Background: an optimization exercise with open tools, aiming at small area and a short achievable clock period. Do not read the settings as production practice.
At most, simulation tests tie the RTL to the original design; equivalence was not proved.
The RTL of run 2 was laid out without a check of its function.
Power is estimated from default activity; no workload was simulated.

==> flow/design.v, too long to show whole: its modules and the start of the top module <==
// module mac_16bit: 751 lines
module mac_16bit(out_rounded,md,mr,clk,rst);
  // ...
==> flow/flow/run.sh <==
#!/bin/bash
# The standard layout (the standard.sh), except that the port buffers are
# sky130_fd_sc_hd__buf_2 cells instead of the default delay buffers.
set -euo pipefail
export BUFFER_PORTS_ARGS="-buffer_cell sky130_fd_sc_hd__buf_2"
bash standard.sh > standard.log 2>&1
==> flow/standard.sh <==
#!/bin/bash
# synth_recipe.tcl (not shown) runs the flow's synth.tcl, then flattens the netlist and writes it again
# the make line also repeats each setting of config.mk as NAME=value (left out here)
make -C /OpenROAD-flow-scripts/flow DESIGN_CONFIG=/design/flow/config.mk WORK_HOME=/design/flow/orfs CLKGATE_MAP_FILE= SYNTH_SCRIPT=/design/flow/synth_recipe.tcl "${@:-finish}"
==> flow/config.mk <==
export PLATFORM = sky130hd
export DESIGN_NAME = mac_16bit
export DESIGN_NICKNAME = mac_16bit
export VERILOG_FILES = /design/flow/design.v
export SDC_FILE = /design/flow/constraint.sdc
export NUM_CORES = 4
export LEC_CHECK = 0
export CAP_MARGIN = 20
export CORE_MARGIN = 2
export CORE_UTILIZATION = 60
export CTS_CLUSTER_DIAMETER = 100
export CTS_CLUSTER_SIZE = 25
export SETUP_SLACK_MARGIN = 4.2
export SLEW_MARGIN = 20
==> flow/constraint.sdc <==
create_clock -name core_clock -period 6.9 [get_ports {clk}]
set_input_delay 1.3800 -clock core_clock [delete_from_list [all_inputs] [get_ports {clk}]]
set_output_delay 1.3800 -clock core_clock [all_outputs]
set_load 0.01 [all_outputs]
==> flow_summary.yaml, run 1 <==
status:
  run_status: "complete, no violations"
detailed_routing:
  routedWlPerCell_um: 16.8
  drt_drc_violations_left: 0
  route.detailed.vias_per_inst: 5.44
flow_run:
  max_cap_violations: 0
finish:
  largest_register: "P"
  multi_input_area_share: 0.573
  ff_latch_area_um2: 4290
worst_setup_path:
  critical_path.startpoint: "MD[8]$_DFF_P_"
  setup.worst_path.start_class: "flip-flop"
  timing.critical_path.mode_cell: "fa_1"
  worstSetupPathType: "reg -> reg"
timing:
  clk_skew_ns: 0.00982
  fin_setup_tns_ns: 0
  setup_viol: 0
  min_period_over_period: 0.383
global_route:
  top_usage_layer: "met2"
  global_route.overflow_total: 0
  grtUsageMet3: 0.0443
worst_hold_path:
  min-delay-path-class: "reg -> reg"
  worst_hold_end: "z2$_DFF_P_"
floorplanning:
  n_tap_cell: 275
  io_pins: 61
placed_design:
  buffer_ports.inserted: 60
cts:
  cts.repair.resized: 48
  cts_root_buf: "clkbuf_16"
  max-clock-path-buffers: 3
synth:
  ys_types: 58
  synth.mux.area_fraction: 0.00455
  synth.yosys.seq_area_share: 0.334
  netlist.top_cell.by_area: "dfxtp_1"
  synth-edff-count: 0
  synth_fa_ha_area_frac: 0.272
  share_of_async_settable_or_async_resettable_flops_after_synthesis: 0
pwr:
  switching_share: 0.407
  power.sequential.total_mw: 1.81
==> module mac_16bit, before the edit <==
module mac_16bit(out_rounded,md,mr,clk,rst);
output reg [26:0] out_rounded;
input [15:0] md,mr;
input clk,rst;
reg [15:0] MD;
reg [7:0] ONE, TWO, NEG;         
reg [84:0] P;                  
reg [39:0] A;                    
reg [5:0] CB;                 
reg [8:0] k;       
reg clr;           
reg z1;            
reg r1, z2;        
wire zero = !rst | clr;
wire [16:0] mrx = {mr, 1'b0};
wire [7:0] one_n, two_n, neg_n;
genvar g;
generate for (g = 0; g < 8; g = g + 1) begin : enc
  assign one_n[g] = mrx[2*g+1] ^ mrx[2*g];
  assign two_n[g] = (mrx[2*g+2] & ~mrx[2*g+1] & ~mrx[2*g]) | (~mrx[2*g+2] & mrx[2*g+1] & mrx[2*g]);
  assign neg_n[g] = mrx[2*g+2] & ~(mrx[2*g+1] & mrx[2*g]);
end endgenerate
wire [16:0] pp0 = (({17{ONE[0]}} & {MD[15], MD}) | ({17{TWO[0]}} & {MD, 1'b0})) ^ {17{NEG[0]}};
wire ns0 = ~pp0[16];
wire [16:0] pp1 = (({17{ONE[1]}} & {MD[15], MD}) | ({17{TWO[1]}} & {MD, 1'b0})) ^ {17{NEG[1]}};
wire ns1 = ~pp1[16];
wire [16:0] pp2 = (({17{ONE[2]}} & {MD[15], MD}) | ({17{TWO[2]}} & {MD, 1'b0})) ^ {17{NEG[2]}};
wire ns2 = ~pp2[16];
wire [16:0] pp3 = (({17{ONE[3]}} & {MD[15], MD}) | ({17{TWO[3]}} & {MD, 1'b0})) ^ {17{NEG[3]}};
wire ns3 = ~pp3[16];
wire [16:0] pp4 = (({17{ONE[4]}} & {MD[15], MD}) | ({17{TWO[4]}} & {MD, 1'b0})) ^ {17{NEG[4]}};
wire ns4 = ~pp4[16];
wire [16:0] pp5 = (({17{ONE[5]}} & {MD[15], MD}) | ({17{TWO[5]}} & {MD, 1'b0})) ^ {17{NEG[5]}};
wire ns5 = ~pp5[16];
wire [16:0] pp6 = (({17{ONE[6]}} & {MD[15], MD}) | ({17{TWO[6]}} & {MD, 1'b0})) ^ {17{NEG[6]}};
wire ns6 = ~pp6[16];
wire [16:0] pp7 = (({17{ONE[7]}} & {MD[15], MD}) | ({17{TWO[7]}} & {MD, 1'b0})) ^ {17{NEG[7]}};
wire ns7 = ~pp7[16];
wire as1, ac2; assign {ac2, as1} = {1'b0, pp0[10]} + {1'b0, pp1[8]};
wire as3, ac4; assign {ac4, as3} = {1'b0, pp0[11]} + {1'b0, pp1[9]};
wire as5, ac6; assign {ac6, as5} = {1'b0, pp0[12]} + {1'b0, pp1[10]} + {1'b0, pp2[8]};
wire as7, ac8; assign {ac8, as7} = {1'b0, pp3[6]} + {1'b0, pp4[4]};
wire as9, ac10; assign {ac10, as9} = {1'b0, pp0[13]} + {1'b0, pp1[11]} + {1'b0, pp2[9]};
wire as11, ac12; assign {ac12, as11} = {1'b0, pp3[7]} + {1'b0, pp4[5]};
wire as13, ac14; assign {ac14, as13} = {1'b0, pp0[14]} + {1'b0, pp1[12]} + {1'b0, pp2[10]};
wire as15, ac16; assign {ac16, as15} = {1'b0, pp3[8]} + {1'b0, pp4[6]} + {1'b0, pp5[4]};
wire as17, ac18; assign {ac18, as17} = {1'b0, pp6[2]} + {1'b0, pp7[0]};
wire as19, ac20; assign {ac20, as19} = {1'b0, pp0[15]} + {1'b0, pp1[13]} + {1'b0, pp2[11]};
wire as21, ac22; assign {ac22, as21} = {1'b0, pp3[9]} + {1'b0, pp4[7]} + {1'b0, pp5[5]};
wire as23, ac24; assign {ac24, as23} = {1'b0, pp6[3]} + {1'b0, pp7[1]};
wire as25 = ~(ns0 ^ pp1[14]); wire ac26 = ns0 | pp1[14];
wire as27, ac28; assign {ac28, as27} = {1'b0, pp2[12]} + {1'b0, pp3[10]} + {1'b0, pp4[8]};
wire as29, ac30; assign {ac30, as29} = {1'b0, pp5[6]} + {1'b0, pp6[4]} + {1'b0, pp7[2]};
wire as31 = ~(pp1[15] ^ pp2[13]); wire ac32 = pp1[15] | pp2[13];
wire as33, ac34; assign {ac34, as33} = {1'b0, pp3[11]} + {1'b0, pp4[9]} + {1'b0, pp5[7]};
wire as35, ac36; assign {ac36, as35} = {1'b0, pp6[5]} + {1'b0, pp7[3]};
wire as37, ac38; assign {ac38, as37} = {1'b0, ns1} + {1'b0, pp2[14]} + {1'b0, pp3[12]};
wire as39, ac40; assign {ac40, as39} = {1'b0, pp4[10]} + {1'b0, pp5[8]} + {1'b0, pp6[6]};
wire as41 = ~(pp2[15] ^ pp3[13]); wire ac42 = pp2[15] | pp3[13];
wire as43, ac44; assign {ac44, as43} = {1'b0, pp4[11]} + {1'b0, pp5[9]};
wire as45, ac46; assign {ac46, as45} = {1'b0, ns2} + {1'b0, pp3[14]} + {1'b0, pp4[12]};
wire as47 = ~pp3[15];
wire as48, ac49; assign {ac49, as48} = {1'b0, pp0[6]} + {1'b0, pp1[4]};
wire as50, ac51; assign {ac51, as50} = {1'b0, pp0[7]} + {1'b0, pp1[5]};
wire as52, ac53; assign {ac53, as52} = {1'b0, pp0[8]} + {1'b0, pp1[6]} + {1'b0, pp2[4]};
wire as54, ac55; assign {ac55, as54} = {1'b0, pp3[2]} + {1'b0, pp4[0]};
wire as56, ac57; assign {ac57, as56} = {1'b0, pp0[9]} + {1'b0, pp1[7]} + {1'b0, pp2[5]};
wire as58, ac59; assign {ac59, as58} = {1'b0, pp3[3]} + {1'b0, pp4[1]};
wire as60, ac61; assign {ac61, as60} = {1'b0, as1} + {1'b0, pp2[6]} + {1'b0, pp3[4]};
wire as62, ac63; assign {ac63, as62} = {1'b0, pp4[2]} + {1'b0, pp5[0]} + {1'b0, NEG[5]};
wire as64, ac65; assign {ac65, as64} = {1'b0, as3} + {1'b0, pp2[7]} + {1'b0, pp3[5]};
wire as66, ac67; assign {ac67, as66} = {1'b0, pp4[3]} + {1'b0, pp5[1]} + {1'b0, ac2};
wire as68, ac69; assign {ac69, as68} = {1'b0, as5} + {1'b0, as7} + {1'b0, pp5[2]};
wire as70, ac71; assign {ac71, as70} = {1'b0, pp6[0]} + {1'b0, NEG[6]} + {1'b0, ac4};
wire as72, ac73; assign {ac73, as72} = {1'b0, as9} + {1'b0, as11} + {1'b0, pp5[3]};
wire as74, ac75; assign {ac75, as74} = {1'b0, pp6[1]} + {1'b0, ac6} + {1'b0, ac8};
wire as76, ac77; assign {ac77, as76} = {1'b0, as13} + {1'b0, as15} + {1'b0, as17};
wire as78, ac79; assign {ac79, as78} = {1'b0, NEG[7]} + {1'b0, ac10} + {1'b0, ac12};
wire as80, ac81; assign {ac81, as80} = {1'b0, as19} + {1'b0, as21} + {1'b0, as23};
wire as82, ac83; assign {ac83, as82} = {1'b0, ac14} + {1'b0, ac16} + {1'b0, ac18};
wire as84, ac85; assign {ac85, as84} = {1'b0, as25} + {1'b0, as27} + {1'b0, as29};
wire as86, ac87; assign {ac87, as86} = {1'b0, ac20} + {1'b0, ac22} + {1'b0, ac24};
wire as88, ac89; assign {ac89, as88} = {1'b0, as31} + {1'b0, as33} + {1'b0, as35};
wire as90, ac91; assign {ac91, as90} = {1'b0, ac26} + {1'b0, ac28} + {1'b0, ac30};
wire as92, ac93; assign {ac93, as92} = {1'b0, as37} + {1'b0, as39} + {1'b0, pp7[4]};
wire as94, ac95; assign {ac95, as94} = {1'b0, ac32} + {1'b0, ac34} + {1'b0, ac36};
wire as96, ac97; assign {ac97, as96} = {1'b0, as41} + {1'b0, as43} + {1'b0, pp6[7]};
wire as98, ac99; assign {ac99, as98} = {1'b0, pp7[5]} + {1'b0, ac38} + {1'b0, ac40};
wire as100, ac101; assign {ac101, as100} = {1'b0, as45} + {1'b0, pp5[10]} + {1'b0, pp6[8]};
wire as102, ac103; assign {ac103, as102} = {1'b0, pp7[6]} + {1'b0, ac42} + {1'b0, ac44};
wire as104, ac105; assign {ac105, as104} = {1'b0, as47} + {1'b0, pp4[13]} + {1'b0, pp5[11]};
wire as106, ac107; assign {ac107, as106} = {1'b0, pp6[9]} + {1'b0, pp7[7]} + {1'b0, ac46};
wire as108, ac109; assign {ac109, as108} = {1'b0, ns3} + {1'b0, pp4[14]} + {1'b0, pp5[12]};
wire as110, ac111; assign {ac111, as110} = {1'b0, pp6[10]} + {1'b0, pp7[8]} + {1'b0, pp3[15]};
wire as112 = ~(pp4[15] ^ pp5[13]); wire ac113 = pp4[15] | pp5[13];
wire as114, ac115; assign {ac115, as114} = {1'b0, pp6[11]} + {1'b0, pp7[9]};
wire as116, ac117; assign {ac117, as116} = {1'b0, ns4} + {1'b0, pp5[14]} + {1'b0, pp6[12]};
wire as118 = ~pp5[15];
wire as119, ac120; assign {ac120, as119} = {1'b0, pp0[4]} + {1'b0, pp1[2]};
wire as121, ac122; assign {ac122, as121} = {1'b0, pp0[5]} + {1'b0, pp1[3]};
wire as123, ac124; assign {ac124, as123} = {1'b0, as48} + {1'b0, pp2[2]} + {1'b0, pp3[0]};
wire as125, ac126; assign {ac126, as125} = {1'b0, as50} + {1'b0, pp2[3]} + {1'b0, pp3[1]};
wire as127, ac128; assign {ac128, as127} = {1'b0, as52} + {1'b0, as54} + {1'b0, NEG[4]};
wire as129, ac130; assign {ac130, as129} = {1'b0, as56} + {1'b0, as58} + {1'b0, ac53};
wire as131, ac132; assign {ac132, as131} = {1'b0, as60} + {1'b0, as62} + {1'b0, ac57};
wire as133, ac134; assign {ac134, as133} = {1'b0, as64} + {1'b0, as66} + {1'b0, ac61};
wire as135, ac136; assign {ac136, as135} = {1'b0, as68} + {1'b0, as70} + {1'b0, ac65};
wire as137, ac138; assign {ac138, as137} = {1'b0, as72} + {1'b0, as74} + {1'b0, ac69};
wire as139, ac140; assign {ac140, as139} = {1'b0, as76} + {1'b0, as78} + {1'b0, ac73};
wire as141, ac142; assign {ac142, as141} = {1'b0, as80} + {1'b0, as82} + {1'b0, ac77};
wire as143, ac144; assign {ac144, as143} = {1'b0, as84} + {1'b0, as86} + {1'b0, ac81};
wire as145, ac146; assign {ac146, as145} = {1'b0, as88} + {1'b0, as90} + {1'b0, ac85};
wire as147, ac148; assign {ac148, as147} = {1'b0, as92} + {1'b0, as94} + {1'b0, ac89};
wire as149, ac150; assign {ac150, as149} = {1'b0, as96} + {1'b0, as98} + {1'b0, ac93};
wire as151, ac152; assign {ac152, as151} = {1'b0, as100} + {1'b0, as102} + {1'b0, ac97};
wire as153, ac154; assign {ac154, as153} = {1'b0, as104} + {1'b0, as106} + {1'b0, ac101};
wire as155, ac156; assign {ac156, as155} = {1'b0, as108} + {1'b0, as110} + {1'b0, ac105};
wire as157, ac158; assign {ac158, as157} = {1'b0, as112} + {1'b0, as114} + {1'b0, ac109};
wire as159, ac160; assign {ac160, as159} = {1'b0, as116} + {1'b0, pp7[10]} + {1'b0, ac113};
wire as161, ac162; assign {ac162, as161} = {1'b0, as118} + {1'b0, pp6[13]} + {1'b0, pp7[11]};
wire as163, ac164; assign {ac164, as163} = {1'b0, ns5} + {1'b0, pp6[14]} + {1'b0, pp7[12]};
wire as165 = ~pp6[15];
wire [84:0] pnext;
assign pnext[0] = pp0[0];
assign pnext[1] = NEG[0];
assign pnext[2] = pp0[1];
assign pnext[3] = pp0[2];
assign pnext[4] = pp1[0];
assign pnext[5] = NEG[1];
assign pnext[6] = pp0[3];
assign pnext[7] = pp1[1];
assign pnext[8] = as119;
assign pnext[9] = pp2[0];
assign pnext[10] = NEG[2];
assign pnext[11] = as121;
assign pnext[12] = pp2[1];
assign pnext[13] = ac120;
assign pnext[14] = as123;
assign pnext[15] = NEG[3];
assign pnext[16] = ac122;
assign pnext[17] = as125;
assign pnext[18] = ac49;
assign pnext[19] = ac124;
assign pnext[20] = as127;
assign pnext[21] = ac51;
assign pnext[22] = ac126;
assign pnext[23] = as129;
assign pnext[24] = ac55;
assign pnext[25] = ac128;
assign pnext[26] = as131;
assign pnext[27] = ac59;
assign pnext[28] = ac130;
assign pnext[29] = as133;
assign pnext[30] = ac63;
assign pnext[31] = ac132;
assign pnext[32] = as135;
assign pnext[33] = ac67;
assign pnext[34] = ac134;
assign pnext[35] = as137;
assign pnext[36] = ac71;
assign pnext[37] = ac136;
assign pnext[38] = as139;
assign pnext[39] = ac75;
assign pnext[40] = ac138;
assign pnext[41] = as141;
assign pnext[42] = ac79;
assign pnext[43] = ac140;
assign pnext[44] = as143;
assign pnext[45] = ac83;
assign pnext[46] = ac142;
assign pnext[47] = as145;
assign pnext[48] = ac87;
assign pnext[49] = ac144;
assign pnext[50] = as147;
assign pnext[51] = ac91;
assign pnext[52] = ac146;
assign pnext[53] = as149;
assign pnext[54] = ac95;
assign pnext[55] = ac148;
assign pnext[56] = as151;
assign pnext[57] = ac99;
assign pnext[58] = ac150;
assign pnext[59] = as153;
assign pnext[60] = ac103;
assign pnext[61] = ac152;
assign pnext[62] = as155;
assign pnext[63] = ac107;
assign pnext[64] = ac154;
assign pnext[65] = as157;
assign pnext[66] = ac111;
assign pnext[67] = ac156;
assign pnext[68] = as159;
assign pnext[69] = ac115;
assign pnext[70] = ac158;
assign pnext[71] = as161;
assign pnext[72] = ac117;
assign pnext[73] = ac160;
assign pnext[74] = as163;
assign pnext[75] = pp5[15];
assign pnext[76] = ac162;
assign pnext[77] = as165;
assign pnext[78] = pp7[13];
assign pnext[79] = ac164;
assign pnext[80] = ns6;
assign pnext[81] = pp7[14];
assign pnext[82] = pp6[15];
assign pnext[83] = pp7[15];
assign pnext[84] = ns7;
wire bs166, bc167; assign {bc167, bs166} = {1'b0, P[3]} + {1'b0, P[4]};
wire bs168, bc169; assign {bc169, bs168} = {1'b0, P[6]} + {1'b0, P[7]};
wire [1:0] bt172 = {1'b0, ~P[8]} + {1'b0, ~P[9]} + {1'b0, ~P[10]}; wire bs170 = ~bt172[0]; wire bc171 = ~bt172[1];
wire [1:0] bt175 = {1'b0, ~P[11]} + {1'b0, ~P[12]} + {1'b0, ~P[13]}; wire bs173 = ~bt175[0]; wire bc174 = ~bt175[1];
wire [1:0] bt178 = {1'b0, ~P[14]} + {1'b0, ~P[15]} + {1'b0, ~P[16]}; wire bs176 = ~bt178[0]; wire bc177 = ~bt178[1];
wire [1:0] bt181 = {1'b0, ~P[17]} + {1'b0, ~P[18]} + {1'b0, ~P[19]}; wire bs179 = ~bt181[0]; wire bc180 = ~bt181[1];
wire [1:0] bt184 = {1'b0, ~P[20]} + {1'b0, ~P[21]} + {1'b0, ~P[22]}; wire bs182 = ~bt184[0]; wire bc183 = ~bt184[1];
wire [1:0] bt187 = {1'b0, ~P[23]} + {1'b0, ~P[24]} + {1'b0, ~P[25]}; wire bs185 = ~bt187[0]; wire bc186 = ~bt187[1];
wire [1:0] bt190 = {1'b0, ~P[26]} + {1'b0, ~P[27]} + {1'b0, ~P[28]}; wire bs188 = ~bt190[0]; wire bc189 = ~bt190[1];
wire [1:0] bt193 = {1'b0, ~P[29]} + {1'b0, ~P[30]} + {1'b0, ~P[31]}; wire bs191 = ~bt193[0]; wire bc192 = ~bt193[1];
wire [1:0] bt196 = {1'b0, ~P[32]} + {1'b0, ~P[33]} + {1'b0, ~P[34]}; wire bs194 = ~bt196[0]; wire bc195 = ~bt196[1];
wire [1:0] bt199 = {1'b0, ~P[35]} + {1'b0, ~P[36]} + {1'b0, ~P[37]}; wire bs197 = ~bt199[0]; wire bc198 = ~bt199[1];
wire [1:0] bt202 = {1'b0, ~P[38]} + {1'b0, ~P[39]} + {1'b0, ~P[40]}; wire bs200 = ~bt202[0]; wire bc201 = ~bt202[1];
wire [1:0] bt205 = {1'b0, ~P[41]} + {1'b0, ~P[42]} + {1'b0, ~P[43]}; wire bs203 = ~bt205[0]; wire bc204 = ~bt205[1];
wire [1:0] bt208 = {1'b0, ~P[44]} + {1'b0, ~P[45]} + {1'b0, ~P[46]}; wire bs206 = ~bt208[0]; wire bc207 = ~bt208[1];
wire [1:0] bt211 = {1'b0, ~P[47]} + {1'b0, ~P[48]} + {1'b0, ~P[49]}; wire bs209 = ~bt211[0]; wire bc210 = ~bt211[1];
wire [1:0] bt214 = {1'b0, ~P[50]} + {1'b0, ~P[51]} + {1'b0, ~P[52]}; wire bs212 = ~bt214[0]; wire bc213 = ~bt214[1];
wire [1:0] bt217 = {1'b0, ~P[53]} + {1'b0, ~P[54]} + {1'b0, ~P[55]}; wire bs215 = ~bt217[0]; wire bc216 = ~bt217[1];
wire [1:0] bt220 = {1'b0, ~P[56]} + {1'b0, ~P[57]} + {1'b0, ~P[58]}; wire bs218 = ~bt220[0]; wire bc219 = ~bt220[1];
wire [1:0] bt223 = {1'b0, ~P[59]} + {1'b0, ~P[60]} + {1'b0, ~P[61]}; wire bs221 = ~bt223[0]; wire bc222 = ~bt223[1];
wire [1:0] bt226 = {1'b0, ~P[62]} + {1'b0, ~P[63]} + {1'b0, ~P[64]}; wire bs224 = ~bt226[0]; wire bc225 = ~bt226[1];
wire [1:0] bt229 = {1'b0, ~P[65]} + {1'b0, ~P[66]} + {1'b0, ~P[67]}; wire bs227 = ~bt229[0]; wire bc228 = ~bt229[1];
wire [1:0] bt232 = {1'b0, ~P[68]} + {1'b0, ~P[69]} + {1'b0, ~P[70]}; wire bs230 = ~bt232[0]; wire bc231 = ~bt232[1];
wire [1:0] bt235 = {1'b0, ~P[71]} + {1'b0, ~P[72]} + {1'b0, ~P[73]}; wire bs233 = ~bt235[0]; wire bc234 = ~bt235[1];
wire [1:0] bt238 = {1'b0, ~P[74]} + {1'b0, ~P[75]} + {1'b0, ~P[76]}; wire bs236 = ~bt238[0]; wire bc237 = ~bt238[1];
wire [1:0] bt241 = {1'b0, ~P[77]} + {1'b0, ~P[78]} + {1'b0, ~P[79]}; wire bs239 = ~bt241[0]; wire bc240 = ~bt241[1];
wire [1:0] bt244 = {1'b0, ~P[80]} + {1'b0, ~P[81]} + {1'b0, ~P[82]}; wire bs242 = ~bt244[0]; wire bc243 = ~bt244[1];
wire bs245 = ~P[83];
wire bs246, bc247; assign {bc247, bs246} = {1'b0, P[0]} + {1'b0, P[1]};
wire bs248, bc249; assign {bc249, bs248} = {1'b0, P[2]} + {1'b0, A[1]};
wire [1:0] bt252 = {1'b0, ~bs166} + {1'b0, ~P[5]} + {1'b0, ~A[2]}; wire bs250 = ~bt252[0]; wire bc251 = ~bt252[1];
wire [1:0] bt255 = {1'b0, ~bs168} + {1'b0, ~A[3]} + {1'b0, ~bc167}; wire bs253 = ~bt255[0]; wire bc254 = ~bt255[1];
wire [1:0] bt258 = {1'b0, ~bs170} + {1'b0, ~A[4]} + {1'b0, ~bc169}; wire bs256 = ~bt258[0]; wire bc257 = ~bt258[1];
wire [1:0] bt261 = {1'b0, ~bs173} + {1'b0, ~A[5]} + {1'b0, ~bc171}; wire bs259 = ~bt261[0]; wire bc260 = ~bt261[1];
wire [1:0] bt264 = {1'b0, ~bs176} + {1'b0, ~A[6]} + {1'b0, ~bc174}; wire bs262 = ~bt264[0]; wire bc263 = ~bt264[1];
wire [1:0] bt267 = {1'b0, ~bs179} + {1'b0, ~A[7]} + {1'b0, ~bc177}; wire bs265 = ~bt267[0]; wire bc266 = ~bt267[1];
wire [1:0] bt270 = {1'b0, ~bs182} + {1'b0, ~A[8]} + {1'b0, ~bc180}; wire bs268 = ~bt270[0]; wire bc269 = ~bt270[1];
wire [1:0] bt273 = {1'b0, ~bs185} + {1'b0, ~A[9]} + {1'b0, ~bc183}; wire bs271 = ~bt273[0]; wire bc272 = ~bt273[1];
wire [1:0] bt276 = {1'b0, ~bs188} + {1'b0, ~A[10]} + {1'b0, ~bc186}; wire bs274 = ~bt276[0]; wire bc275 = ~bt276[1];
wire [1:0] bt279 = {1'b0, ~bs191} + {1'b0, ~A[11]} + {1'b0, ~bc189}; wire bs277 = ~bt279[0]; wire bc278 = ~bt279[1];
wire [1:0] bt282 = {1'b0, ~bs194} + {1'b0, ~A[12]} + {1'b0, ~bc192}; wire bs280 = ~bt282[0]; wire bc281 = ~bt282[1];
wire [1:0] bt285 = {1'b0, ~bs197} + {1'b0, ~A[13]} + {1'b0, ~bc195}; wire bs283 = ~bt285[0]; wire bc284 = ~bt285[1];
wire [1:0] bt288 = {1'b0, ~bs200} + {1'b0, ~A[14]} + {1'b0, ~bc198}; wire bs286 = ~bt288[0]; wire bc287 = ~bt288[1];
wire [1:0] bt291 = {1'b0, ~bs203} + {1'b0, ~A[15]} + {1'b0, ~bc201}; wire bs289 = ~bt291[0]; wire bc290 = ~bt291[1];
wire [1:0] bt294 = {1'b0, ~bs206} + {1'b0, ~A[16]} + {1'b0, ~bc204}; wire bs292 = ~bt294[0]; wire bc293 = ~bt294[1];
wire [1:0] bt297 = {1'b0, ~bs209} + {1'b0, ~A[17]} + {1'b0, ~bc207}; wire bs295 = ~bt297[0]; wire bc296 = ~bt297[1];
wire [1:0] bt300 = {1'b0, ~bs212} + {1'b0, ~A[18]} + {1'b0, ~bc210}; wire bs298 = ~bt300[0]; wire bc299 = ~bt300[1];
wire [1:0] bt303 = {1'b0, ~bs215} + {1'b0, ~A[19]} + {1'b0, ~bc213}; wire bs301 = ~bt303[0]; wire bc302 = ~bt303[1];
wire [1:0] bt306 = {1'b0, ~bs218} + {1'b0, ~A[20]} + {1'b0, ~bc216}; wire bs304 = ~bt306[0]; wire bc305 = ~bt306[1];
wire [1:0] bt309 = {1'b0, ~bs221} + {1'b0, ~A[21]} + {1'b0, ~bc219}; wire bs307 = ~bt309[0]; wire bc308 = ~bt309[1];
wire [1:0] bt312 = {1'b0, ~bs224} + {1'b0, ~A[22]} + {1'b0, ~bc222}; wire bs310 = ~bt312[0]; wire bc311 = ~bt312[1];
wire [1:0] bt315 = {1'b0, ~bs227} + {1'b0, ~A[23]} + {1'b0, ~bc225}; wire bs313 = ~bt315[0]; wire bc314 = ~bt315[1];
wire [1:0] bt318 = {1'b0, ~bs230} + {1'b0, ~A[24]} + {1'b0, ~bc228}; wire bs316 = ~bt318[0]; wire bc317 = ~bt318[1];
wire [1:0] bt321 = {1'b0, ~bs233} + {1'b0, ~A[25]} + {1'b0, ~bc231}; wire bs319 = ~bt321[0]; wire bc320 = ~bt321[1];
wire [1:0] bt324 = {1'b0, ~bs236} + {1'b0, ~A[26]} + {1'b0, ~bc234}; wire bs322 = ~bt324[0]; wire bc323 = ~bt324[1];
wire [1:0] bt327 = {1'b0, ~bs239} + {1'b0, ~A[27]} + {1'b0, ~bc237}; wire bs325 = ~bt327[0]; wire bc326 = ~bt327[1];
wire [1:0] bt330 = {1'b0, ~bs242} + {1'b0, ~A[28]} + {1'b0, ~bc240}; wire bs328 = ~bt330[0]; wire bc329 = ~bt330[1];
wire [1:0] bt333 = {1'b0, ~bs245} + {1'b0, ~A[29]} + {1'b0, ~bc243}; wire bs331 = ~bt333[0]; wire bc332 = ~bt333[1];
wire [1:0] bt336 = {1'b0, ~P[84]} + {1'b0, ~A[30]} + {1'b0, ~P[83]}; wire bs334 = ~bt336[0]; wire bc335 = ~bt336[1];
wire bs337 = ~A[31];
wire [7:0] yhi = 8'd0 + {7'd0, A[31]} - 8'd1;
wire k0_g338, k0_p344; assign {k0_g338, k0_p344} = {1'b0, bs246} + {1'b0, A[0]};
wire k0_g339, k0_p345; assign {k0_g339, k0_p345} = {1'b0, bs248} + {1'b0, bc247};
wire k0_g340, k0_p346; assign {k0_g340, k0_p346} = {1'b0, bs250} + {1'b0, bc249};
wire k0_g341, k0_p347; assign {k0_g341, k0_p347} = {1'b0, bs253} + {1'b0, bc251};
wire k0_g342, k0_p348; assign {k0_g342, k0_p348} = {1'b0, bs256} + {1'b0, bc254};
wire k0_g343, k0_p349; assign {k0_g343, k0_p349} = {1'b0, bs259} + {1'b0, bc257};
wire k0_G350 = k0_g339 | (k0_p345 & k0_g338);
wire k0_P351 = k0_p345 & k0_p344;
wire k0_G352 = k0_g340 | (k0_p346 & k0_g339);
wire k0_P353 = k0_p346 & k0_p345;
wire k0_G354 = k0_g341 | (k0_p347 & k0_g340);
wire k0_P355 = k0_p347 & k0_p346;
wire k0_G356 = k0_g342 | (k0_p348 & k0_g341);
wire k0_P357 = k0_p348 & k0_p347;
wire k0_G358 = k0_g343 | (k0_p349 & k0_g342);
wire k0_P359 = k0_p349 & k0_p348;
wire k0_G360 = k0_G352 | (k0_P353 & k0_g338);
wire k0_P361 = k0_P353 & k0_p344;
wire k0_G362 = k0_G354 | (k0_P355 & k0_G350);
wire k0_P363 = k0_P355 & k0_P351;
wire k0_G364 = k0_G356 | (k0_P357 & k0_G352);
wire k0_P365 = k0_P357 & k0_P353;
wire k0_G366 = k0_G358 | (k0_P359 & k0_G354);
wire k0_P367 = k0_P359 & k0_P355;
wire k0_G368 = k0_G364 | (k0_P365 & k0_g338);
wire k0_P369 = k0_P365 & k0_p344;
wire k0_G370 = k0_G366 | (k0_P367 & k0_G350);
wire k0_P371 = k0_P367 & k0_P351;
wire k0_s372 = k0_p344;
wire k0_s373 = k0_p345 ^ k0_g338;
wire k0_s374 = k0_p346 ^ k0_G350;
wire k0_s375 = k0_p347 ^ k0_G360;
wire k0_s376 = k0_p348 ^ k0_G362;
wire k0_s377 = k0_p349 ^ k0_G368;
wire k1_g378, k1_p384; assign {k1_g378, k1_p384} = {1'b0, bs262} + {1'b0, bc260};
wire k1_g379, k1_p385; assign {k1_g379, k1_p385} = {1'b0, bs265} + {1'b0, bc263};
wire k1_g380, k1_p386; assign {k1_g380, k1_p386} = {1'b0, bs268} + {1'b0, bc266};
wire k1_g381, k1_p387; assign {k1_g381, k1_p387} = {1'b0, bs271} + {1'b0, bc269};
wire k1_g382, k1_p388; assign {k1_g382, k1_p388} = {1'b0, bs274} + {1'b0, bc272};
wire k1_g383, k1_p389; assign {k1_g383, k1_p389} = {1'b0, bs277} + {1'b0, bc275};
wire k1_G390 = k1_g379 | (k1_p385 & k1_g378);
wire k1_P391 = k1_p385 & k1_p384;
wire k1_G392 = k1_g380 | (k1_p386 & k1_g379);
wire k1_P393 = k1_p386 & k1_p385;
wire k1_G394 = k1_g381 | (k1_p387 & k1_g380);
wire k1_P395 = k1_p387 & k1_p386;
wire k1_G396 = k1_g382 | (k1_p388 & k1_g381);
wire k1_P397 = k1_p388 & k1_p387;
wire k1_G398 = k1_g383 | (k1_p389 & k1_g382);
wire k1_P399 = k1_p389 & k1_p388;
wire k1_G400 = k1_G392 | (k1_P393 & k1_g378);
wire k1_P401 = k1_P393 & k1_p384;
wire k1_G402 = k1_G394 | (k1_P395 & k1_G390);
wire k1_P403 = k1_P395 & k1_P391;
wire k1_G404 = k1_G396 | (k1_P397 & k1_G392);
wire k1_P405 = k1_P397 & k1_P393;
wire k1_G406 = k1_G398 | (k1_P399 & k1_G394);
wire k1_P407 = k1_P399 & k1_P395;
wire k1_G408 = k1_G404 | (k1_P405 & k1_g378);
wire k1_P409 = k1_P405 & k1_p384;
wire k1_G410 = k1_G406 | (k1_P407 & k1_G390);
wire k1_P411 = k1_P407 & k1_P391;
wire k1_s412 = k1_p384 ^ CB[0];
wire k1_c413 = k1_g378 | (k1_p384 & CB[0]);
wire k1_s414 = k1_p385 ^ k1_c413;
wire k1_c415 = k1_G390 | (k1_P391 & CB[0]);
wire k1_s416 = k1_p386 ^ k1_c415;
wire k1_c417 = k1_G400 | (k1_P401 & CB[0]);
wire k1_s418 = k1_p387 ^ k1_c417;
wire k1_c419 = k1_G402 | (k1_P403 & CB[0]);
wire k1_s420 = k1_p388 ^ k1_c419;
wire k1_c421 = k1_G408 | (k1_P409 & CB[0]);
wire k1_s422 = k1_p389 ^ k1_c421;
wire k1_co423 = k1_G410 | (k1_P411 & CB[0]);
wire k2_g424, k2_p430; assign {k2_g424, k2_p430} = {1'b0, bs280} + {1'b0, bc278};
wire k2_g425, k2_p431; assign {k2_g425, k2_p431} = {1'b0, bs283} + {1'b0, bc281};
wire k2_g426, k2_p432; assign {k2_g426, k2_p432} = {1'b0, bs286} + {1'b0, bc284};
wire k2_g427, k2_p433; assign {k2_g427, k2_p433} = {1'b0, bs289} + {1'b0, bc287};
wire k2_g428, k2_p434; assign {k2_g428, k2_p434} = {1'b0, bs292} + {1'b0, bc290};
wire k2_g429, k2_p435; assign {k2_g429, k2_p435} = {1'b0, bs295} + {1'b0, bc293};
wire k2_G436 = k2_g425 | (k2_p431 & k2_g424);
wire k2_P437 = k2_p431 & k2_p430;
wire k2_G438 = k2_g426 | (k2_p432 & k2_g425);
wire k2_P439 = k2_p432 & k2_p431;
wire k2_G440 = k2_g427 | (k2_p433 & k2_g426);
wire k2_P441 = k2_p433 & k2_p432;
wire k2_G442 = k2_g428 | (k2_p434 & k2_g427);
wire k2_P443 = k2_p434 & k2_p433;
wire k2_G444 = k2_g429 | (k2_p435 & k2_g428);
wire k2_P445 = k2_p435 & k2_p434;
wire k2_G446 = k2_G438 | (k2_P439 & k2_g424);
wire k2_P447 = k2_P439 & k2_p430;
wire k2_G448 = k2_G440 | (k2_P441 & k2_G436);
wire k2_P449 = k2_P441 & k2_P437;
wire k2_G450 = k2_G442 | (k2_P443 & k2_G438);
wire k2_P451 = k2_P443 & k2_P439;
wire k2_G452 = k2_G444 | (k2_P445 & k2_G440);
wire k2_P453 = k2_P445 & k2_P441;
wire k2_G454 = k2_G450 | (k2_P451 & k2_g424);
wire k2_P455 = k2_P451 & k2_p430;
wire k2_G456 = k2_G452 | (k2_P453 & k2_G436);
wire k2_P457 = k2_P453 & k2_P437;
wire k2_s458 = k2_p430 ^ CB[1];
wire k2_c459 = k2_g424 | (k2_p430 & CB[1]);
wire k2_s460 = k2_p431 ^ k2_c459;
wire k2_c461 = k2_G436 | (k2_P437 & CB[1]);
wire k2_s462 = k2_p432 ^ k2_c461;
wire k2_c463 = k2_G446 | (k2_P447 & CB[1]);
wire k2_s464 = k2_p433 ^ k2_c463;
wire k2_c465 = k2_G448 | (k2_P449 & CB[1]);
wire k2_s466 = k2_p434 ^ k2_c465;
wire k2_c467 = k2_G454 | (k2_P455 & CB[1]);
wire k2_s468 = k2_p435 ^ k2_c467;
wire k2_co469 = k2_G456 | (k2_P457 & CB[1]);
wire k3_g470, k3_p476; assign {k3_g470, k3_p476} = {1'b0, bs298} + {1'b0, bc296};
wire k3_g471, k3_p477; assign {k3_g471, k3_p477} = {1'b0, bs301} + {1'b0, bc299};
wire k3_g472, k3_p478; assign {k3_g472, k3_p478} = {1'b0, bs304} + {1'b0, bc302};
wire k3_g473, k3_p479; assign {k3_g473, k3_p479} = {1'b0, bs307} + {1'b0, bc305};
wire k3_g474, k3_p480; assign {k3_g474, k3_p480} = {1'b0, bs310} + {1'b0, bc308};
wire k3_g475, k3_p481; assign {k3_g475, k3_p481} = {1'b0, bs313} + {1'b0, bc311};
wire k3_G482 = k3_g471 | (k3_p477 & k3_g470);
wire k3_P483 = k3_p477 & k3_p476;
wire k3_G484 = k3_g472 | (k3_p478 & k3_g471);
wire k3_P485 = k3_p478 & k3_p477;
wire k3_G486 = k3_g473 | (k3_p479 & k3_g472);
wire k3_P487 = k3_p479 & k3_p478;
wire k3_G488 = k3_g474 | (k3_p480 & k3_g473);
wire k3_P489 = k3_p480 & k3_p479;
wire k3_G490 = k3_g475 | (k3_p481 & k3_g474);
wire k3_P491 = k3_p481 & k3_p480;
wire k3_G492 = k3_G484 | (k3_P485 & k3_g470);
wire k3_P493 = k3_P485 & k3_p476;
wire k3_G494 = k3_G486 | (k3_P487 & k3_G482);
wire k3_P495 = k3_P487 & k3_P483;
wire k3_G496 = k3_G488 | (k3_P489 & k3_G484);
wire k3_P497 = k3_P489 & k3_P485;
wire k3_G498 = k3_G490 | (k3_P491 & k3_G486);
wire k3_P499 = k3_P491 & k3_P487;
wire k3_G500 = k3_G496 | (k3_P497 & k3_g470);
wire k3_P501 = k3_P497 & k3_p476;
wire k3_G502 = k3_G498 | (k3_P499 & k3_G482);
wire k3_P503 = k3_P499 & k3_P483;
wire k3_s504 = k3_p476 ^ CB[2];
wire k3_c505 = k3_g470 | (k3_p476 & CB[2]);
wire k3_s506 = k3_p477 ^ k3_c505;
wire k3_c507 = k3_G482 | (k3_P483 & CB[2]);
wire k3_s508 = k3_p478 ^ k3_c507;
wire k3_c509 = k3_G492 | (k3_P493 & CB[2]);
wire k3_s510 = k3_p479 ^ k3_c509;
wire k3_c511 = k3_G494 | (k3_P495 & CB[2]);
wire k3_s512 = k3_p480 ^ k3_c511;
wire k3_c513 = k3_G500 | (k3_P501 & CB[2]);
wire k3_s514 = k3_p481 ^ k3_c513;
wire k3_co515 = k3_G502 | (k3_P503 & CB[2]);
wire k4_g516, k4_p522; assign {k4_g516, k4_p522} = {1'b0, bs316} + {1'b0, bc314};
wire k4_g517, k4_p523; assign {k4_g517, k4_p523} = {1'b0, bs319} + {1'b0, bc317};
wire k4_g518, k4_p524; assign {k4_g518, k4_p524} = {1'b0, bs322} + {1'b0, bc320};
wire k4_g519, k4_p525; assign {k4_g519, k4_p525} = {1'b0, bs325} + {1'b0, bc323};
wire k4_g520, k4_p526; assign {k4_g520, k4_p526} = {1'b0, bs328} + {1'b0, bc326};
wire k4_g521, k4_p527; assign {k4_g521, k4_p527} = {1'b0, bs331} + {1'b0, bc329};
wire k4_G528 = k4_g517 | (k4_p523 & k4_g516);
wire k4_P529 = k4_p523 & k4_p522;
wire k4_G530 = k4_g518 | (k4_p524 & k4_g517);
wire k4_P531 = k4_p524 & k4_p523;
wire k4_G532 = k4_g519 | (k4_p525 & k4_g518);
wire k4_P533 = k4_p525 & k4_p524;
wire k4_G534 = k4_g520 | (k4_p526 & k4_g519);
wire k4_P535 = k4_p526 & k4_p525;
wire k4_G536 = k4_g521 | (k4_p527 & k4_g520);
wire k4_P537 = k4_p527 & k4_p526;
wire k4_G538 = k4_G530 | (k4_P531 & k4_g516);
wire k4_P539 = k4_P531 & k4_p522;
wire k4_G540 = k4_G532 | (k4_P533 & k4_G528);
wire k4_P541 = k4_P533 & k4_P529;
wire k4_G542 = k4_G534 | (k4_P535 & k4_G530);
wire k4_P543 = k4_P535 & k4_P531;
wire k4_G544 = k4_G536 | (k4_P537 & k4_G532);
wire k4_P545 = k4_P537 & k4_P533;
wire k4_G546 = k4_G542 | (k4_P543 & k4_g516);
wire k4_P547 = k4_P543 & k4_p522;
wire k4_G548 = k4_G544 | (k4_P545 & k4_G528);
wire k4_P549 = k4_P545 & k4_P529;
wire k4_s550 = k4_p522 ^ CB[3];
wire k4_c551 = k4_g516 | (k4_p522 & CB[3]);
wire k4_s552 = k4_p523 ^ k4_c551;
wire k4_c553 = k4_G528 | (k4_P529 & CB[3]);
wire k4_s554 = k4_p524 ^ k4_c553;
wire k4_c555 = k4_G538 | (k4_P539 & CB[3]);
wire k4_s556 = k4_p525 ^ k4_c555;
wire k4_c557 = k4_G540 | (k4_P541 & CB[3]);
wire k4_s558 = k4_p526 ^ k4_c557;
wire k4_c559 = k4_G546 | (k4_P547 & CB[3]);
wire k4_s560 = k4_p527 ^ k4_c559;
wire k4_co561 = k4_G548 | (k4_P549 & CB[3]);
wire k5_g562, k5_p568; assign {k5_g562, k5_p568} = {1'b0, bs334} + {1'b0, bc332};
wire k5_g563, k5_p569; assign {k5_g563, k5_p569} = {1'b0, bs337} + {1'b0, bc335};
wire k5_g564, k5_p570; assign {k5_g564, k5_p570} = {1'b0, A[32]} + {1'b0, yhi[0]};
wire k5_g565, k5_p571; assign {k5_g565, k5_p571} = {1'b0, A[33]} + {1'b0, yhi[1]};
wire k5_g566, k5_p572; assign {k5_g566, k5_p572} = {1'b0, A[34]} + {1'b0, yhi[2]};
wire k5_g567, k5_p573; assign {k5_g567, k5_p573} = {1'b0, A[35]} + {1'b0, yhi[3]};
wire k5_G574 = k5_g563 | (k5_p569 & k5_g562);
wire k5_P575 = k5_p569 & k5_p568;
wire k5_G576 = k5_g564 | (k5_p570 & k5_g563);
wire k5_P577 = k5_p570 & k5_p569;
wire k5_G578 = k5_g565 | (k5_p571 & k5_g564);
wire k5_P579 = k5_p571 & k5_p570;
wire k5_G580 = k5_g566 | (k5_p572 & k5_g565);
wire k5_P581 = k5_p572 & k5_p571;
wire k5_G582 = k5_g567 | (k5_p573 & k5_g566);
wire k5_P583 = k5_p573 & k5_p572;
wire k5_G584 = k5_G576 | (k5_P577 & k5_g562);
wire k5_P585 = k5_P577 & k5_p568;
wire k5_G586 = k5_G578 | (k5_P579 & k5_G574);
wire k5_P587 = k5_P579 & k5_P575;
wire k5_G588 = k5_G580 | (k5_P581 & k5_G576);
wire k5_P589 = k5_P581 & k5_P577;
wire k5_G590 = k5_G582 | (k5_P583 & k5_G578);
wire k5_P591 = k5_P583 & k5_P579;
wire k5_G592 = k5_G588 | (k5_P589 & k5_g562);
wire k5_P593 = k5_P589 & k5_p568;
wire k5_G594 = k5_G590 | (k5_P591 & k5_G574);
wire k5_P595 = k5_P591 & k5_P575;
wire k5_s596 = k5_p568 ^ CB[4];
wire k5_c597 = k5_g562 | (k5_p568 & CB[4]);
wire k5_s598 = k5_p569 ^ k5_c597;
wire k5_c599 = k5_G574 | (k5_P575 & CB[4]);
wire k5_s600 = k5_p570 ^ k5_c599;
wire k5_c601 = k5_G584 | (k5_P585 & CB[4]);
wire k5_s602 = k5_p571 ^ k5_c601;
wire k5_c603 = k5_G586 | (k5_P587 & CB[4]);
wire k5_s604 = k5_p572 ^ k5_c603;
wire k5_c605 = k5_G592 | (k5_P593 & CB[4]);
wire k5_s606 = k5_p573 ^ k5_c605;
wire k5_co607 = k5_G594 | (k5_P595 & CB[4]);
wire k6_g608, k6_p612; assign {k6_g608, k6_p612} = {1'b0, A[36]} + {1'b0, yhi[4]};
wire k6_g609, k6_p613; assign {k6_g609, k6_p613} = {1'b0, A[37]} + {1'b0, yhi[5]};
wire k6_g610, k6_p614; assign {k6_g610, k6_p614} = {1'b0, A[38]} + {1'b0, yhi[6]};
wire k6_g611, k6_p615; assign {k6_g611, k6_p615} = {1'b0, A[39]} + {1'b0, yhi[7]};
wire k6_G616 = k6_g609 | (k6_p613 & k6_g608);
wire k6_P617 = k6_p613 & k6_p612;
wire k6_G618 = k6_g610 | (k6_p614 & k6_g609);
wire k6_P619 = k6_p614 & k6_p613;
wire k6_G620 = k6_g611 | (k6_p615 & k6_g610);
wire k6_P621 = k6_p615 & k6_p614;
wire k6_G622 = k6_G618 | (k6_P619 & k6_g608);
wire k6_P623 = k6_P619 & k6_p612;
wire k6_G624 = k6_G620 | (k6_P621 & k6_G616);
wire k6_P625 = k6_P621 & k6_P617;
wire k6_s626 = k6_p612 ^ CB[5];
wire k6_c627 = k6_g608 | (k6_p612 & CB[5]);
wire k6_s628 = k6_p613 ^ k6_c627;
wire k6_c629 = k6_G616 | (k6_P617 & CB[5]);
wire k6_s630 = k6_p614 ^ k6_c629;
wire k6_c631 = k6_G622 | (k6_P623 & CB[5]);
wire k6_s632 = k6_p615 ^ k6_c631;
wire k6_co633 = k6_G624 | (k6_P625 & CB[5]);
wire [39:0] sum = {k6_s632, k6_s630, k6_s628, k6_s626, k5_s606, k5_s604, k5_s602, k5_s600, k5_s598, k5_s596, k4_s560, k4_s558, k4_s556, k4_s554, k4_s552, k4_s550, k3_s514, k3_s512, k3_s510, k3_s508, k3_s506, k3_s504, k2_s468, k2_s466, k2_s464, k2_s462, k2_s460, k2_s458, k1_s422, k1_s420, k1_s418, k1_s416, k1_s414, k1_s412, k0_s377, k0_s376, k0_s375, k0_s374, k0_s373, k0_s372};
wire [5:0] cbnext = {k5_co607, k4_co561, k3_co515, k2_co469, k1_co423, k0_G370};
wire [13:0] L = {1'b0, A[12:0]} + {7'd0, CB[0], 6'd0} + {1'd0, CB[1], 12'd0};
wire c13 = L[13];
wire up = L[12] & ((A[13] ^ c13) | (|L[11:0]));
wire rg634, rp661; assign {rg634, rp661} = {1'b0, A[13]} + {1'b0, c13};
wire rg635 = 1'b0; wire rp662 = A[14];
wire rg636 = 1'b0; wire rp663 = A[15];
wire rg637 = 1'b0; wire rp664 = A[16];
wire rg638 = 1'b0; wire rp665 = A[17];
wire rg639, rp666; assign {rg639, rp666} = {1'b0, A[18]} + {1'b0, CB[2]};
wire rg640 = 1'b0; wire rp667 = A[19];
wire rg641 = 1'b0; wire rp668 = A[20];
wire rg642 = 1'b0; wire rp669 = A[21];
wire rg643 = 1'b0; wire rp670 = A[22];
wire rg644 = 1'b0; wire rp671 = A[23];
wire rg645, rp672; assign {rg645, rp672} = {1'b0, A[24]} + {1'b0, CB[3]};
wire rg646 = 1'b0; wire rp673 = A[25];
wire rg647 = 1'b0; wire rp674 = A[26];
wire rg648 = 1'b0; wire rp675 = A[27];
wire rg649 = 1'b0; wire rp676 = A[28];
wire rg650 = 1'b0; wire rp677 = A[29];
wire rg651, rp678; assign {rg651, rp678} = {1'b0, A[30]} + {1'b0, CB[4]};
wire rg652 = 1'b0; wire rp679 = A[31];
wire rg653 = 1'b0; wire rp680 = A[32];
wire rg654 = 1'b0; wire rp681 = A[33];
wire rg655 = 1'b0; wire rp682 = A[34];
wire rg656 = 1'b0; wire rp683 = A[35];
wire rg657, rp684; assign {rg657, rp684} = {1'b0, A[36]} + {1'b0, CB[5]};
wire rg658 = 1'b0; wire rp685 = A[37];
wire rg659 = 1'b0; wire rp686 = A[38];
wire rg660 = 1'b0; wire rp687 = A[39];
wire rG688 = rg635 | (rp662 & rg634);
wire rP689 = rp662 & rp661;
wire rG690 = rg637 | (rp664 & rg636);
wire rP691 = rp664 & rp663;
wire rG692 = rg639 | (rp666 & rg638);
wire rP693 = rp666 & rp665;
wire rG694 = rg641 | (rp668 & rg640);
wire rP695 = rp668 & rp667;
wire rG696 = rg643 | (rp670 & rg642);
wire rP697 = rp670 & rp669;
wire rG698 = rg645 | (rp672 & rg644);
wire rP699 = rp672 & rp671;
wire rG700 = rg647 | (rp674 & rg646);
wire rP701 = rp674 & rp673;
wire rG702 = rg649 | (rp676 & rg648);
wire rP703 = rp676 & rp675;
wire rG704 = rg651 | (rp678 & rg650);
wire rP705 = rp678 & rp677;
wire rG706 = rg653 | (rp680 & rg652);
wire rP707 = rp680 & rp679;
wire rG708 = rg655 | (rp682 & rg654);
wire rP709 = rp682 & rp681;
wire rG710 = rg657 | (rp684 & rg656);
wire rP711 = rp684 & rp683;
wire rG712 = rg659 | (rp686 & rg658);
wire rP713 = rp686 & rp685;
wire rG714 = rg636 | (rp663 & rG688);
wire rP715 = rp663 & rP689;
wire rG716 = rG690 | (rP691 & rG688);
wire rP717 = rP691 & rP689;
wire rG718 = rg640 | (rp667 & rG692);
wire rP719 = rp667 & rP693;
wire rG720 = rG694 | (rP695 & rG692);
wire rP721 = rP695 & rP693;
wire rG722 = rg644 | (rp671 & rG696);
wire rP723 = rp671 & rP697;
wire rG724 = rG698 | (rP699 & rG696);
wire rP725 = rP699 & rP697;
wire rG726 = rg648 | (rp675 & rG700);
wire rP727 = rp675 & rP701;
wire rG728 = rG702 | (rP703 & rG700);
wire rP729 = rP703 & rP701;
wire rG730 = rg652 | (rp679 & rG704);
wire rP731 = rp679 & rP705;
wire rG732 = rG706 | (rP707 & rG704);
wire rP733 = rP707 & rP705;
wire rG734 = rg656 | (rp683 & rG708);
wire rP735 = rp683 & rP709;
wire rG736 = rG710 | (rP711 & rG708);
wire rP737 = rP711 & rP709;
wire rG738 = rg660 | (rp687 & rG712);
wire rP739 = rp687 & rP713;
wire rG740 = rg638 | (rp665 & rG716);
wire rP741 = rp665 & rP717;
wire rG742 = rG692 | (rP693 & rG716);
wire rP743 = rP693 & rP717;
wire rG744 = rG718 | (rP719 & rG716);
wire rP745 = rP719 & rP717;
wire rG746 = rG720 | (rP721 & rG716);
wire rP747 = rP721 & rP717;
wire rG748 = rg646 | (rp673 & rG724);
wire rP749 = rp673 & rP725;
wire rG750 = rG700 | (rP701 & rG724);
wire rP751 = rP701 & rP725;
wire rG752 = rG726 | (rP727 & rG724);
wire rP753 = rP727 & rP725;
wire rG754 = rG728 | (rP729 & rG724);
wire rP755 = rP729 & rP725;
wire rG756 = rg654 | (rp681 & rG732);
wire rP757 = rp681 & rP733;
wire rG758 = rG708 | (rP709 & rG732);
wire rP759 = rP709 & rP733;
wire rG760 = rG734 | (rP735 & rG732);
wire rP761 = rP735 & rP733;
wire rG762 = rG736 | (rP737 & rG732);
wire rP763 = rP737 & rP733;
wire rG764 = rg642 | (rp669 & rG746);
wire rP765 = rp669 & rP747;
wire rG766 = rG696 | (rP697 & rG746);
wire rP767 = rP697 & rP747;
wire rG768 = rG722 | (rP723 & rG746);
wire rP769 = rP723 & rP747;
wire rG770 = rG724 | (rP725 & rG746);
wire rP771 = rP725 & rP747;
wire rG772 = rG748 | (rP749 & rG746);
wire rP773 = rP749 & rP747;
wire rG774 = rG750 | (rP751 & rG746);
wire rP775 = rP751 & rP747;
wire rG776 = rG752 | (rP753 & rG746);
wire rP777 = rP753 & rP747;
wire rG778 = rG754 | (rP755 & rG746);
wire rP779 = rP755 & rP747;
wire rG780 = rg658 | (rp685 & rG762);
wire rP781 = rp685 & rP763;
wire rG782 = rG712 | (rP713 & rG762);
wire rP783 = rP713 & rP763;
wire rG784 = rG738 | (rP739 & rG762);
wire rP785 = rP739 & rP763;
wire rG786 = rg650 | (rp677 & rG778);
wire rP787 = rp677 & rP779;
wire rG788 = rG704 | (rP705 & rG778);
wire rP789 = rP705 & rP779;
wire rG790 = rG730 | (rP731 & rG778);
wire rP791 = rP731 & rP779;
wire rG792 = rG732 | (rP733 & rG778);
wire rP793 = rP733 & rP779;
wire rG794 = rG756 | (rP757 & rG778);
wire rP795 = rP757 & rP779;
wire rG796 = rG758 | (rP759 & rG778);
wire rP797 = rP759 & rP779;
wire rG798 = rG760 | (rP761 & rG778);
wire rP799 = rP761 & rP779;
wire rG800 = rG762 | (rP763 & rG778);
wire rP801 = rP763 & rP779;
wire rG802 = rG780 | (rP781 & rG778);
wire rP803 = rP781 & rP779;
wire rG804 = rG782 | (rP783 & rG778);
wire rP805 = rP783 & rP779;
wire rG806 = rG784 | (rP785 & rG778);
wire rP807 = rP785 & rP779;
wire rs808 = rp661 ^ up;
wire rc809 = rg634 | (rp661 & up);
wire rs810 = rp662 ^ rc809;
wire rc811 = rG688 | (rP689 & up);
wire rs812 = rp663 ^ rc811;
wire rc813 = rG714 | (rP715 & up);
wire rs814 = rp664 ^ rc813;
wire rc815 = rG716 | (rP717 & up);
wire rs816 = rp665 ^ rc815;
wire rc817 = rG740 | (rP741 & up);
wire rs818 = rp666 ^ rc817;
wire rc819 = rG742 | (rP743 & up);
wire rs820 = rp667 ^ rc819;
wire rc821 = rG744 | (rP745 & up);
wire rs822 = rp668 ^ rc821;
wire rc823 = rG746 | (rP747 & up);
wire rs824 = rp669 ^ rc823;
wire rc825 = rG764 | (rP765 & up);
wire rs826 = rp670 ^ rc825;
wire rc827 = rG766 | (rP767 & up);
wire rs828 = rp671 ^ rc827;
wire rc829 = rG768 | (rP769 & up);
wire rs830 = rp672 ^ rc829;
wire rc831 = rG770 | (rP771 & up);
wire rs832 = rp673 ^ rc831;
wire rc833 = rG772 | (rP773 & up);
wire rs834 = rp674 ^ rc833;
wire rc835 = rG774 | (rP775 & up);
wire rs836 = rp675 ^ rc835;
wire rc837 = rG776 | (rP777 & up);
wire rs838 = rp676 ^ rc837;
wire rc839 = rG778 | (rP779 & up);
wire rs840 = rp677 ^ rc839;
wire rc841 = rG786 | (rP787 & up);
wire rs842 = rp678 ^ rc841;
wire rc843 = rG788 | (rP789 & up);
wire rs844 = rp679 ^ rc843;
wire rc845 = rG790 | (rP791 & up);
wire rs846 = rp680 ^ rc845;
wire rc847 = rG792 | (rP793 & up);
wire rs848 = rp681 ^ rc847;
wire rc849 = rG794 | (rP795 & up);
wire rs850 = rp682 ^ rc849;
wire rc851 = rG796 | (rP797 & up);
wire rs852 = rp683 ^ rc851;
wire rc853 = rG798 | (rP799 & up);
wire rs854 = rp684 ^ rc853;
wire rc855 = rG800 | (rP801 & up);
wire rs856 = rp685 ^ rc855;
wire rc857 = rG802 | (rP803 & up);
wire rs858 = rp686 ^ rc857;
wire rc859 = rG804 | (rP805 & up);
wire rs860 = rp687 ^ rc859;
wire rco861 = rG806 | (rP807 & up);
wire [26:0] rnd = {rs860, rs858, rs856, rs854, rs852, rs850, rs848, rs846, rs844, rs842, rs840, rs838, rs836, rs834, rs832, rs830, rs828, rs826, rs824, rs822, rs820, rs818, rs816, rs814, rs812, rs810, rs808};
always @(posedge clk) begin
  MD <= md;
  ONE <= one_n;
  TWO <= two_n;
  NEG <= neg_n;
  P <= pnext;
  z1 <= zero;
  r1 <= !rst;
  z2 <= r1;
  if (z1 | z2) A <= 40'd0;
  else A <= sum;
  if (z1 | z2) CB <= 6'd0;
  else CB <= cbnext;
  out_rounded <= (zero | z1) ? 27'd0 : rnd;
  if (zero) k <= {8'd0, clr};
  else k <= k + 9'd1;
  clr <= rst & !clr & (k == 9'd258);
end
endmodule
==> inputs of run 2 (changes only) <==
--- a/flow/design.v
+++ b/flow/design.v
@@ -4,6 +4,7 @@
 input clk,rst;
 reg [15:0] MD;
 reg [7:0] ONE, TWO, NEG;         
+reg [7:0] NEGN;                 
 reg [84:0] P;                  
 reg [39:0] A;                    
 reg [5:0] CB;                 
@@ -20,21 +21,29 @@
   assign two_n[g] = (mrx[2*g+2] & ~mrx[2*g+1] & ~mrx[2*g]) | (~mrx[2*g+2] & mrx[2*g+1] & mrx[2*g]);
   assign neg_n[g] = mrx[2*g+2] & ~(mrx[2*g+1] & mrx[2*g]);
 end endgenerate
-wire [16:0] pp0 = (({17{ONE[0]}} & {MD[15], MD}) | ({17{TWO[0]}} & {MD, 1'b0})) ^ {17{NEG[0]}};
+wire [16:0] sel0 = ({17{ONE[0]}} & {MD[15], MD}) | ({17{TWO[0]}} & {MD, 1'b0});
+wire [16:0] pp0 = {~(sel0[16:9] ^ {8{NEGN[0]}}), sel0[8:0] ^ {9{NEG[0]}}};
 wire ns0 = ~pp0[16];
-wire [16:0] pp1 = (({17{ONE[1]}} & {MD[15], MD}) | ({17{TWO[1]}} & {MD, 1'b0})) ^ {17{NEG[1]}};
+wire [16:0] sel1 = ({17{ONE[1]}} & {MD[15], MD}) | ({17{TWO[1]}} & {MD, 1'b0});
+wire [16:0] pp1 = {~(sel1[16:9] ^ {8{NEGN[1]}}), sel1[8:0] ^ {9{NEG[1]}}};
 wire ns1 = ~pp1[16];
-wire [16:0] pp2 = (({17{ONE[2]}} & {MD[15], MD}) | ({17{TWO[2]}} & {MD, 1'b0})) ^ {17{NEG[2]}};
+wire [16:0] sel2 = ({17{ONE[2]}} & {MD[15], MD}) | ({17{TWO[2]}} & {MD, 1'b0});
+wire [16:0] pp2 = {~(sel2[16:9] ^ {8{NEGN[2]}}), sel2[8:0] ^ {9{NEG[2]}}};
 wire ns2 = ~pp2[16];
-wire [16:0] pp3 = (({17{ONE[3]}} & {MD[15], MD}) | ({17{TWO[3]}} & {MD, 1'b0})) ^ {17{NEG[3]}};
+wire [16:0] sel3 = ({17{ONE[3]}} & {MD[15], MD}) | ({17{TWO[3]}} & {MD, 1'b0});
+wire [16:0] pp3 = {~(sel3[16:9] ^ {8{NEGN[3]}}), sel3[8:0] ^ {9{NEG[3]}}};
 wire ns3 = ~pp3[16];
-wire [16:0] pp4 = (({17{ONE[4]}} & {MD[15], MD}) | ({17{TWO[4]}} & {MD, 1'b0})) ^ {17{NEG[4]}};
+wire [16:0] sel4 = ({17{ONE[4]}} & {MD[15], MD}) | ({17{TWO[4]}} & {MD, 1'b0});
+wire [16:0] pp4 = {~(sel4[16:9] ^ {8{NEGN[4]}}), sel4[8:0] ^ {9{NEG[4]}}};
 wire ns4 = ~pp4[16];
-wire [16:0] pp5 = (({17{ONE[5]}} & {MD[15], MD}) | ({17{TWO[5]}} & {MD, 1'b0})) ^ {17{NEG[5]}};
+wire [16:0] sel5 = ({17{ONE[5]}} & {MD[15], MD}) | ({17{TWO[5]}} & {MD, 1'b0});
+wire [16:0] pp5 = {~(sel5[16:9] ^ {8{NEGN[5]}}), sel5[8:0] ^ {9{NEG[5]}}};
 wire ns5 = ~pp5[16];
-wire [16:0] pp6 = (({17{ONE[6]}} & {MD[15], MD}) | ({17{TWO[6]}} & {MD, 1'b0})) ^ {17{NEG[6]}};
+wire [16:0] sel6 = ({17{ONE[6]}} & {MD[15], MD}) | ({17{TWO[6]}} & {MD, 1'b0});
+wire [16:0] pp6 = {~(sel6[16:9] ^ {8{NEGN[6]}}), sel6[8:0] ^ {9{NEG[6]}}};
 wire ns6 = ~pp6[16];
-wire [16:0] pp7 = (({17{ONE[7]}} & {MD[15], MD}) | ({17{TWO[7]}} & {MD, 1'b0})) ^ {17{NEG[7]}};
+wire [16:0] sel7 = ({17{ONE[7]}} & {MD[15], MD}) | ({17{TWO[7]}} & {MD, 1'b0});
+wire [16:0] pp7 = {~(sel7[16:9] ^ {8{NEGN[7]}}), sel7[8:0] ^ {9{NEG[7]}}};
 wire ns7 = ~pp7[16];
 wire as1, ac2; assign {ac2, as1} = {1'b0, pp0[10]} + {1'b0, pp1[8]};
 wire as3, ac4; assign {ac4, as3} = {1'b0, pp0[11]} + {1'b0, pp1[9]};
@@ -735,6 +744,7 @@
   ONE <= one_n;
   TWO <= two_n;
   NEG <= neg_n;
+  NEGN <= ~neg_n;
   P <= pnext;
   z1 <= zero;
   r1 <= !rst;
--- a/flow/config.mk
+++ b/flow/config.mk
@@ -9,6 +9,6 @@
 export CORE_MARGIN = 2
 export CORE_UTILIZATION = 60
 export CTS_CLUSTER_DIAMETER = 100
-export CTS_CLUSTER_SIZE = 25
-export SETUP_SLACK_MARGIN = 4.2
+export CTS_CLUSTER_SIZE = 20
+export SETUP_SLACK_MARGIN = 4.25
 export SLEW_MARGIN = 20
==> flow_summary.yaml, run 2 <==
global_route:
  groute.usage.overall: 0.240
  antenna_violations_before_repair: 0
  global_route.overflow_total: 0
  grt_max_degree: 32
  grtUsageMet1: 0.372
  grt_pass1_vias: 8820
  top_usage_layer: "met1"
  grt_pass1_wl_um: 46100
  grtUsageMet3: 0.0288
  groute.layer.met2.usage: 0.367
detailed_routing:
  wl_um: 27400
  routedWlPerCell_um: 17.4
  drtIter0Drc: 533
  routed-via-count: 8758
  drt_first_pass_iters: 5
  drt_drc_violations_left: 0
  route.detailed.vias_per_inst: 5.57
  drtAntennaViolNets: 0
synth:
  share_of_async_settable_or_async_resettable_flops_after_synthesis: 0
  synth_top_cell_area_share: 0.334
  synthTopCellsByCount: "219 x dfxtp_1, 131 x inv_1, 122 x fa_1"
  syn_area_um2: 13100
  synth.yosys.seq_area_share: 0.334
  syn_area_per_cell_um2: 10.3
  ys_seq_elements: 219
  netlist.top_cell.by_area: "dfxtp_1"
  synth.yosys.warnings: 1
  synthMostInstantiatedCell: "dfxtp_1"
  synth.net_count: 1516
  synth.top_cells.by_area: "dfxtp_1 33%, fa_1 19%, ha_1 7.6%"
  synth_top_flop_cell: "dfxtp_1"
  ys_types: 51
  netlist_instances: 1280
  synth-edff-count: 0
timing:
  clk_skew_ns: 0.00832
  slew-limit-headroom: 0.549
  timing.final.crit_period_ns: 2.83
  fmax_mhz: 353
  timing.final.max_slew_violations: 0
  grt_setup_unrepaired: "true"
  hold_viol_final: 0
  worst_slew_pin_slew_ns: 0.677
  min_period_over_period: 0.411
  fin_setup_tns_ns: 0
  setup_viol: 0
pwr:
  p_leak_nw: 6.16
  p_total_mw: 6.48
  power.ir.vdd_worst_mv: 0.230
  power_density_over_the_cells_nw_per_um2: 452
worst_setup_path:
  crit_slowest_cell: "fa_1"
  cp_slowest_stage_delay_ns: 0.58
  cp.required_ns: 7.28
  worstSetupPathType: "reg -> reg"
  worstSetupEndpointType: "flip-flop"
  arrival_ns: 3.21
  cp_max_fo: 2
  setup.worst_path.start_class: "flip-flop"
  worst-r2r-cell-count: 8
  cp_cell_sequence: "fa_1, fa_1, ha_1, a21o_1, a21o_1, a2111o_1, and3_4, o21a_1"
finish:
  number_of_nets_in_the_final_layout: 1528
  ff_latch_area_um2: 4470
  layout.filler_cells: 1753
  largest_register: "P"
  utilization: 0.663
  area.growth.synth_to_final_pct: 9.16
  layout-drive-gt1-share: 0.152
  final_common_cell: "dfxtp_1"
  biggestRegsByFlops: "P x85, A x40, out_rounded x27"
  most-common-layout-cells: "175 x dfxtp_1, 129 x inv_1, 121 x a22oi_1"
  multi_input_area_um2: 8160
  diodes_inserted: 0
  largest_reg_flops: 85
cts:
  max-clock-path-buffers: 3
  holdBufCountCts: 0
  clock_latency_ns: 0.48
  cts_made_buffers: 15
  htree_levels: 1
  clkSlewWorstSetupHoldPaths_ns: 0.08
  tritoncts_clock_tree: "yes"
  numClockSinks: 219
  cts_root_buf: "clkbuf_16"
floorplanning:
  initial_core_util: 0.607
  chipHeight_um: 152
  io_pins: 61
  fp.dieArea_um2: 23100
  die_w_um: 152
  num_rows: 54
  total_core_area_um2: 21600
placed_design:
  place.detailed.hpwl_um: 20900
  buffer_ports.inserted: 60
  gp_weighted_congestion: 0.883
flow_run:
  max_cap_violations: 0
worst_hold_path:
  min_path_cells: 0
  min-delay-path-class: "reg -> reg"
status:
  run_status: "complete, no violations"
==> run 2: path summary, 6_finish.rpt <==
path	startpoint	end	slack [ns]
setup / recovery	P[15]$_DFF_P_	CB[1]$_SDFF_PP0_	4.07
hold / removal	r1$_DFF_P_	z2$_DFF_P_	0.35
hold reg to reg	r1$_DFF_P_	z2$_DFF_P_	0.35
setup reg to reg	P[15]$_DFF_P_	CB[1]$_SDFF_PP0_	4.07
==> run 2: report_power, final <==
group | internal [mW] | switching (mW)
sequential | 1.59 | 0.299
clock | 0.398 | 0.433
combinational | 1.83 | 1.93
total | 3.82 | 2.66
==> run 2: cell type report <==
| class | count | area share |
|---|---|---|
| clock buffer | 15 | 0.0262 |
| multi-input combinational | 846 | 0.569 |
| inverter | 131 | 0.0343 |
| sequential | 219 | 0.312 |
| clock inverter | 2 | 0.00192 |
| tap | 280 | 0.0244 |
| timing repair buffer | 79 | 0.0322 |
==> run 2: logic make-up after synthesis <==
logic type | synth area share
adder cells (fa/ha/maj) | 0.262
XOR/XNOR | 0.112
multiplexers | 0.0165
buffers and inverters | 0.0620
AO/OA/AOI/OAI | 0.129
AND/OR/NAND/NOR | 0.0843
flip-flops | 0.334
==> run 2: critical path: cells and delay by family, from the launching register on <==
| family | cells | cell delay, ns |
|---|---|---|
| fa+ha+maj | 3 | 1.34 |
| compound gates | 4 | 0.92 |
| flops | 1 | 0.33 |
| simple gates | 1 | 0.16 |
==> run 2: metrics by stage <==
stage | instance area, um^2 | hold WS (ns) | setup WS (ns) | std cells
finish | 14300 | 0.347 | 4.07 | 1572
CTS | 14100 | 0.351 | 4.09 | 1563
global route | 14300 | 0.358 | 3.96 | 1572
floorplan | 13200 | 0.310 | 4.21 | 1280
global placement | 13500 | 0.312 | 4.03 | 1538
detailed placement | 13500 | 0.315 | 4.01 | 1538
==> run 2: repair_timing <==
action,4_1_cts,5_1_grt
setup buffers,8,9
endpoints found under the setup margin,44,48
pin swaps,14,22
gates cloned,0,0
gates resized for setup,51,51
==> run 2: per-layer routing <==
layer	wire [um]	part of all wire	vias up
li1	-	-	4285
met1	13600	0.50	4179
met2	12000	0.44	272
met3	1490	0.054	22
met4	236	0.0086	0
met5	0	0	-

[port drivers added, routing unchanged]
The results above use ideal ports. As a check the final layouts listed here were re-extracted and re-timed, cells and wires unchanged.
Step 1 (the two cells are an assumption about what drives the block):
set clk [get_ports {clk}]
set_driving_cell -lib_cell sky130_fd_sc_hd__clkbuf_16 $clk
set_driving_cell -lib_cell sky130_fd_sc_hd__buf_2 [delete_from_list [all_inputs] $clk]
Step 2 moves the port delays by t, midway between the first and last clock arrival at a register: inputs arrive t later, outputs are due t later. That takes back most of the time a late clock gives input paths.
Three values: no drivers, after step 1, after step 2; two values: the first two.
run | shift t [ns] | setup WS [ns] | worst register clock-pin slew, ns
run 1 | 0.517 | 4.257 / 4.257 / 3.837 | 0.10 / 0.10
run 2 | 0.522 | 4.066 / 4.066 / 4.008 | 0.08 / 0.08
After both steps setup and hold are still met in every run listed. The setup slack of run 1, which loses most, moves by 0.000 ns with the drivers and by -0.420 ns with both steps.
